Background: an optimization exercise with open tools, aiming at small area and a short achievable clock period. Do not read the settings as production practice. In this exercise RTL edits were held to simulation tests only and were not proved equivalent to the original. No driver is modelled on the clock port, so clock power and skew are understated where the tree is cut down; a real chip needs a root buffer or a tree.

oak:
// conv_top
module conv_top (
    input clk, rst, en,
    input    [15:0] din,
    output   [15:0] DATA_OUT,
    output          VALID
);
==> flow/config.mk <==
export PLATFORM = sky130hd
export DESIGN_NAME = conv_top
export DESIGN_NICKNAME = conv_top
export VERILOG_FILES = /design/flow/design.v
export SDC_FILE = /design/flow/constraint.sdc
export NUM_CORES = 8
export LEC_CHECK = 0
export ABC_AREA = 1
export CAP_MARGIN = 20
export CORE_MARGIN = 2
export CORE_UTILIZATION = 65
export CTS_CLUSTER_DIAMETER = 100
export CTS_CLUSTER_SIZE = 30
export SLEW_MARGIN = 20
==> flow/constraint.sdc <==
create_clock -name core_clock -period 18.0 [get_ports {clk}]
set_input_delay 3.6000 -clock core_clock [delete_from_list [all_inputs] [get_ports {clk}]]
set_output_delay 3.6000 -clock core_clock [all_outputs]
set_load 0.01 [all_outputs]
standard.sh (not shown) runs the stock make flow with config.mk's settings and CLKGATE_MAP_FILE= SYNTH_SCRIPT=/design/flow/synth_recipe.tcl, a recipe that flattens the netlist after the stock synthesis.
==> flow/flow/run.sh <==
#!/bin/bash
# Layout flow: the standard ORFS flow (standard.sh) with these changes:
#  * synthesis is synth_recipe.tcl with Yosys's early "abc -fast" mapping
#    skipped (synth -noabc), so the adder cells written in the RTL reach
#    extract_fa intact, and with the final ABC mapping run by
#    flow/abc_map.script (area-oriented mapping, amap); the flip-flop mapping
#    and the register names and cells are unchanged;
#  * CTS adds no dummy loads (they only pad leaf nets for balance);
set -euo pipefail
W=$(cd "$(dirname "$0")/.." && pwd)
cd "$W"
MARGIN=13.6
CTSARGS="-sink_clustering_enable -repair_clock_nets -sink_clustering_size 30 -sink_clustering_max_diameter 100 -dont_use_dummy_load"
SYN=synth_recipe.tcl
# synth_recipe.tcl with synth -noabc, and the final ABC mapping run with flow/abc_map.script
{
  sed -n '1s/yosys synth -nofsm -noshare /yosys synth -nofsm -noshare -noabc /p' synth_recipe.tcl
  cat <<'TCL'
proc _abc_map_script {name1 name2 op} {
  upvar #0 abc_args a
  set i [lsearch -exact $a -script]
  if {$i >= 0 && [lindex $a [expr {$i+1}]] ne $::env(FLOW_ABC_MAP)} {
    set a [lreplace $a [expr {$i+1}] [expr {$i+1}] $::env(FLOW_ABC_MAP)]
  }
}
trace add variable ::abc_args write _abc_map_script
TCL
  tail -n +2 synth_recipe.tcl
} > synth_recipe_own.tcl
if head -1 synth_recipe_own.tcl | grep -q -- '-noabc'; then SYN=synth_recipe_own.tcl; fi
export FLOW_ABC_MAP="$W/flow/abc_map.script"
echo "synthesis script: $SYN, setup margin: $MARGIN" > flow_info.log
bash standard.sh SYNTH_SCRIPT="$W/$SYN" SETUP_SLACK_MARGIN=$MARGIN "CTS_ARGS=$CTSARGS" cts > flow_orfs_cts.log 2>&1
R=orfs/results/sky130hd/conv_top/base
if ODB_IN=$R/4_cts.odb ODB_OUT=$R/4_cts_top.odb openroad -no_init -exit flow/clock_top.tcl > flow_clock_top.log 2>&1 \
   && [[ -s $R/4_cts_top.odb ]]; then
  mv -f $R/4_cts_top.odb $R/4_cts.odb
else
  echo "clock_top.tcl failed: keeping ORFS's clock tree" >> flow_info.log
fi
bash standard.sh SYNTH_SCRIPT="$W/$SYN" SETUP_SLACK_MARGIN=$MARGIN finish > flow_orfs_finish.log 2>&1
==> flow/flow/clock_top.tcl <==
read_db $::env(ODB_IN)
set block [ord::get_db_block]
set maxl1 [expr {[info exists ::env(MAXL1)] ? $::env(MAXL1) : 4}]
set clknet [$block findNet clk]
set portloads [$clknet getITerms]
if {[llength $portloads] != 1} { puts "FLATTEN: port drives [llength $portloads] pins, leaving tree"; write_db $::env(ODB_OUT); exit 0 }
set root [[lindex $portloads 0] getInst]
set rootout [[$root findITerm X] getNet]
set l1 {}
foreach it [$rootout getITerms] {
  if {[$it isOutputSignal]} continue
  lappend l1 [$it getInst]
}
puts "FLATTEN: root [$root getName] drives [llength $l1] buffers"
proc loc {inst} { set b [$inst getBBox]; return [list [expr {([$b xMin]+[$b xMax])/2.0}] [expr {([$b yMin]+[$b yMax])/2.0}]] }
# greedy: repeatedly merge the closest pair until <= maxl1 groups
set groups {}
foreach i $l1 { lappend groups [list $i] }
proc gcen {g} { set x 0; set y 0; foreach i $g { lassign [loc $i] a b; set x [expr {$x+$a}]; set y [expr {$y+$b}] }; return [list [expr {$x/[llength $g]}] [expr {$y/[llength $g]}]] }
while {[llength $groups] > $maxl1} {
  set best 1e18; set bi -1; set bj -1
  for {set i 0} {$i < [llength $groups]} {incr i} {
    for {set j [expr {$i+1}]} {$j < [llength $groups]} {incr j} {
      lassign [gcen [lindex $groups $i]] x1 y1
      lassign [gcen [lindex $groups $j]] x2 y2
      set d [expr {abs($x1-$x2)+abs($y1-$y2)}]
      if {$d < $best} { set best $d; set bi $i; set bj $j }
    }
  }
  set merged [concat [lindex $groups $bi] [lindex $groups $bj]]
  set groups [lreplace $groups $bj $bj]
  set groups [lreplace $groups $bi $bi $merged]
}
# the kept buffer of each group, after the merge
set kept {}
foreach g $groups {
  set keep [lindex $g 0]
  set keepnet [[$keep findITerm X] getNet]
  foreach other [lrange $g 1 end] {
    set onet [[$other findITerm X] getNet]
    foreach it [$onet getITerms] {
      if {[$it getInst] eq $other} continue
      $it disconnect
      $it connect $keepnet
    }
    [$other findITerm A] disconnect
    [$other findITerm X] disconnect
    odb::dbInst_destroy $other
    odb::dbNet_destroy $onet
  }
  # move the kept buffer to the centre of its loads
  set x 0; set y 0; set n 0
  foreach it [$keepnet getITerms] {
    if {[$it getInst] eq $keep} continue
    lassign [loc [$it getInst]] a b; set x [expr {$x+$a}]; set y [expr {$y+$b}]; incr n
  }
  set b [$keep getBBox]
  set w [expr {[$b xMax]-[$b xMin]}]; set h [expr {[$b yMax]-[$b yMin]}]
  $keep setLocation [expr {int($x/$n - $w/2)}] [expr {int($y/$n - $h/2)}]
  [$keep findITerm A] disconnect
  [$keep findITerm A] connect $clknet
  puts "FLATTEN: [$keep getName] drives $n leaf buffers"
  lappend kept $keep
}
# rebalance: split all leaf buffers into equal halves by x, then each half into
# equal halves by y, and give each quarter to the nearest remaining buffer
if {[llength $kept] == 4} {
  set leaves {}
  foreach k $kept {
    foreach it [[[$k findITerm X] getNet] getITerms] {
      if {[$it getInst] eq $k} continue
      lassign [loc [$it getInst]] x y
      lappend leaves [list $x $y $it]
    }
  }
  set leaves [lsort -real -index 0 $leaves]
  set h [expr {[llength $leaves] / 2}]
  set quarters {}
  foreach half [list [lrange $leaves 0 [expr {$h-1}]] [lrange $leaves $h end]] {
    set half [lsort -real -index 1 $half]
    set q [expr {[llength $half] / 2}]
    lappend quarters [lrange $half 0 [expr {$q-1}]] [lrange $half $q end]
  }
  set free $kept
  foreach qt $quarters {
    set cx 0; set cy 0
    foreach l $qt { set cx [expr {$cx + [lindex $l 0]}]; set cy [expr {$cy + [lindex $l 1]}] }
    set cx [expr {$cx / [llength $qt]}]; set cy [expr {$cy / [llength $qt]}]
    set best 1e18; set bk ""
    foreach k $free {
      lassign [loc $k] kx ky
      set d [expr {abs($kx-$cx)+abs($ky-$cy)}]
      if {$d < $best} { set best $d; set bk $k }
    }
    set free [lsearch -all -inline -not -exact $free $bk]
    set knet [[$bk findITerm X] getNet]
    foreach l $qt {
      set it [lindex $l 2]
      if {[$it getNet] ne $knet} { $it disconnect; $it connect $knet }
    }
    set b [$bk getBBox]
    $bk setLocation [expr {int($cx - ([$b xMax]-[$b xMin])/2)}] [expr {int($cy - ([$b yMax]-[$b yMin])/2)}]
    puts "FLATTEN: [$bk getName] drives [llength $qt] leaf buffers after rebalancing"
  }
}
[$root findITerm A] disconnect
[$root findITerm X] disconnect
odb::dbInst_destroy $root
odb::dbNet_destroy $rootout
detailed_placement
check_placement
write_db $::env(ODB_OUT)
Other scripts of this flow, unchanged in this note and not shown: flow/flow/abc_map.script
For pine, these inputs were changed with respect to oak:
-- flow/flow/clock_top.tcl --
<<< oak, line 34
# the kept buffer of each group, after the merge
set kept {}
>>> pine, line 34
<<< oak, line 63
  lappend kept $keep
}
# rebalance: split all leaf buffers into equal halves by x, then each half into
# equal halves by y, and give each quarter to the nearest remaining buffer
if {[llength $kept] == 4} {
  set leaves {}
  foreach k $kept {
    foreach it [[[$k findITerm X] getNet] getITerms] {
      if {[$it getInst] eq $k} continue
      lassign [loc [$it getInst]] x y
      lappend leaves [list $x $y $it]
    }
  }
  set leaves [lsort -real -index 0 $leaves]
  set h [expr {[llength $leaves] / 2}]
  set quarters {}
  foreach half [list [lrange $leaves 0 [expr {$h-1}]] [lrange $leaves $h end]] {
    set half [lsort -real -index 1 $half]
    set q [expr {[llength $half] / 2}]
    lappend quarters [lrange $half 0 [expr {$q-1}]] [lrange $half $q end]
  }
  set free $kept
  foreach qt $quarters {
    set cx 0; set cy 0
    foreach l $qt { set cx [expr {$cx + [lindex $l 0]}]; set cy [expr {$cy + [lindex $l 1]}] }
    set cx [expr {$cx / [llength $qt]}]; set cy [expr {$cy / [llength $qt]}]
    set best 1e18; set bk ""
    foreach k $free {
      lassign [loc $k] kx ky
      set d [expr {abs($kx-$cx)+abs($ky-$cy)}]
      if {$d < $best} { set best $d; set bk $k }
    }
    set free [lsearch -all -inline -not -exact $free $bk]
    set knet [[$bk findITerm X] getNet]
    foreach l $qt {
      set it [lindex $l 2]
      if {[$it getNet] ne $knet} { $it disconnect; $it connect $knet }
    }
    set b [$bk getBBox]
    $bk setLocation [expr {int($cx - ([$b xMax]-[$b xMin])/2)}] [expr {int($cy - ([$b yMax]-[$b yMin])/2)}]
    puts "FLATTEN: [$bk getName] drives [llength $qt] leaf buffers after rebalancing"
  }
>>> pine, line 61
[summary]
Between pine and oak, the wire length reported by the detailed router figures differ only marginally. Side by side, initial DRC count turned out higher in pine than in oak. Looking at oak and pine, the maximum frequency is a wash. Between pine and oak, the post-CTS clock slew at the launch and capture registers of the worst setup and hold paths figures differ only marginally. For oak, the end point of the critical path was DATA_OUT[12], unlike pine, where it was DATA_OUT[15]. There was hardly any difference in area fraction of clock buffers and clock inverters between pine and oak. Average wire per cell in the routed design: oak vs pine — no meaningful difference.

re-timing with driven ports:
The flow's constraints put no driver on any port. The routed layouts listed below were extracted and timed again, unchanged, in two steps.
Step 1 assumes that a clkbuf_16 drives the clock port and a buf_2 every other input.
Step 2, shift: input delay + t, output delay - t, t = (earliest + latest rising clock arrival at the registers) / 2. This alone moves slack from input paths to output paths.
Slacks: ideal ports / drivers / drivers and shift; pairs: ideal ports / drivers.
| run | shift t [ns] | setup slack, ns | hold WS [ns] | worst setup path at the end | cell pins on the clock port's net |
|---|---|---|---|---|---|
| oak | 0.543 | 13.557 / 13.420 / 13.207 | 0.293 / 0.293 / 0.293 | input to register | 4 |
| pine | 0.524 | 13.545 / 13.411 / 13.257 | 0.294 / 0.294 / 0.294 | input to register | 4 |
After both steps setup and hold are still met in every run listed. For oak, which loses most, drivers alone change the setup slack by -0.137 ns; drivers and shift together by -0.350 ns.
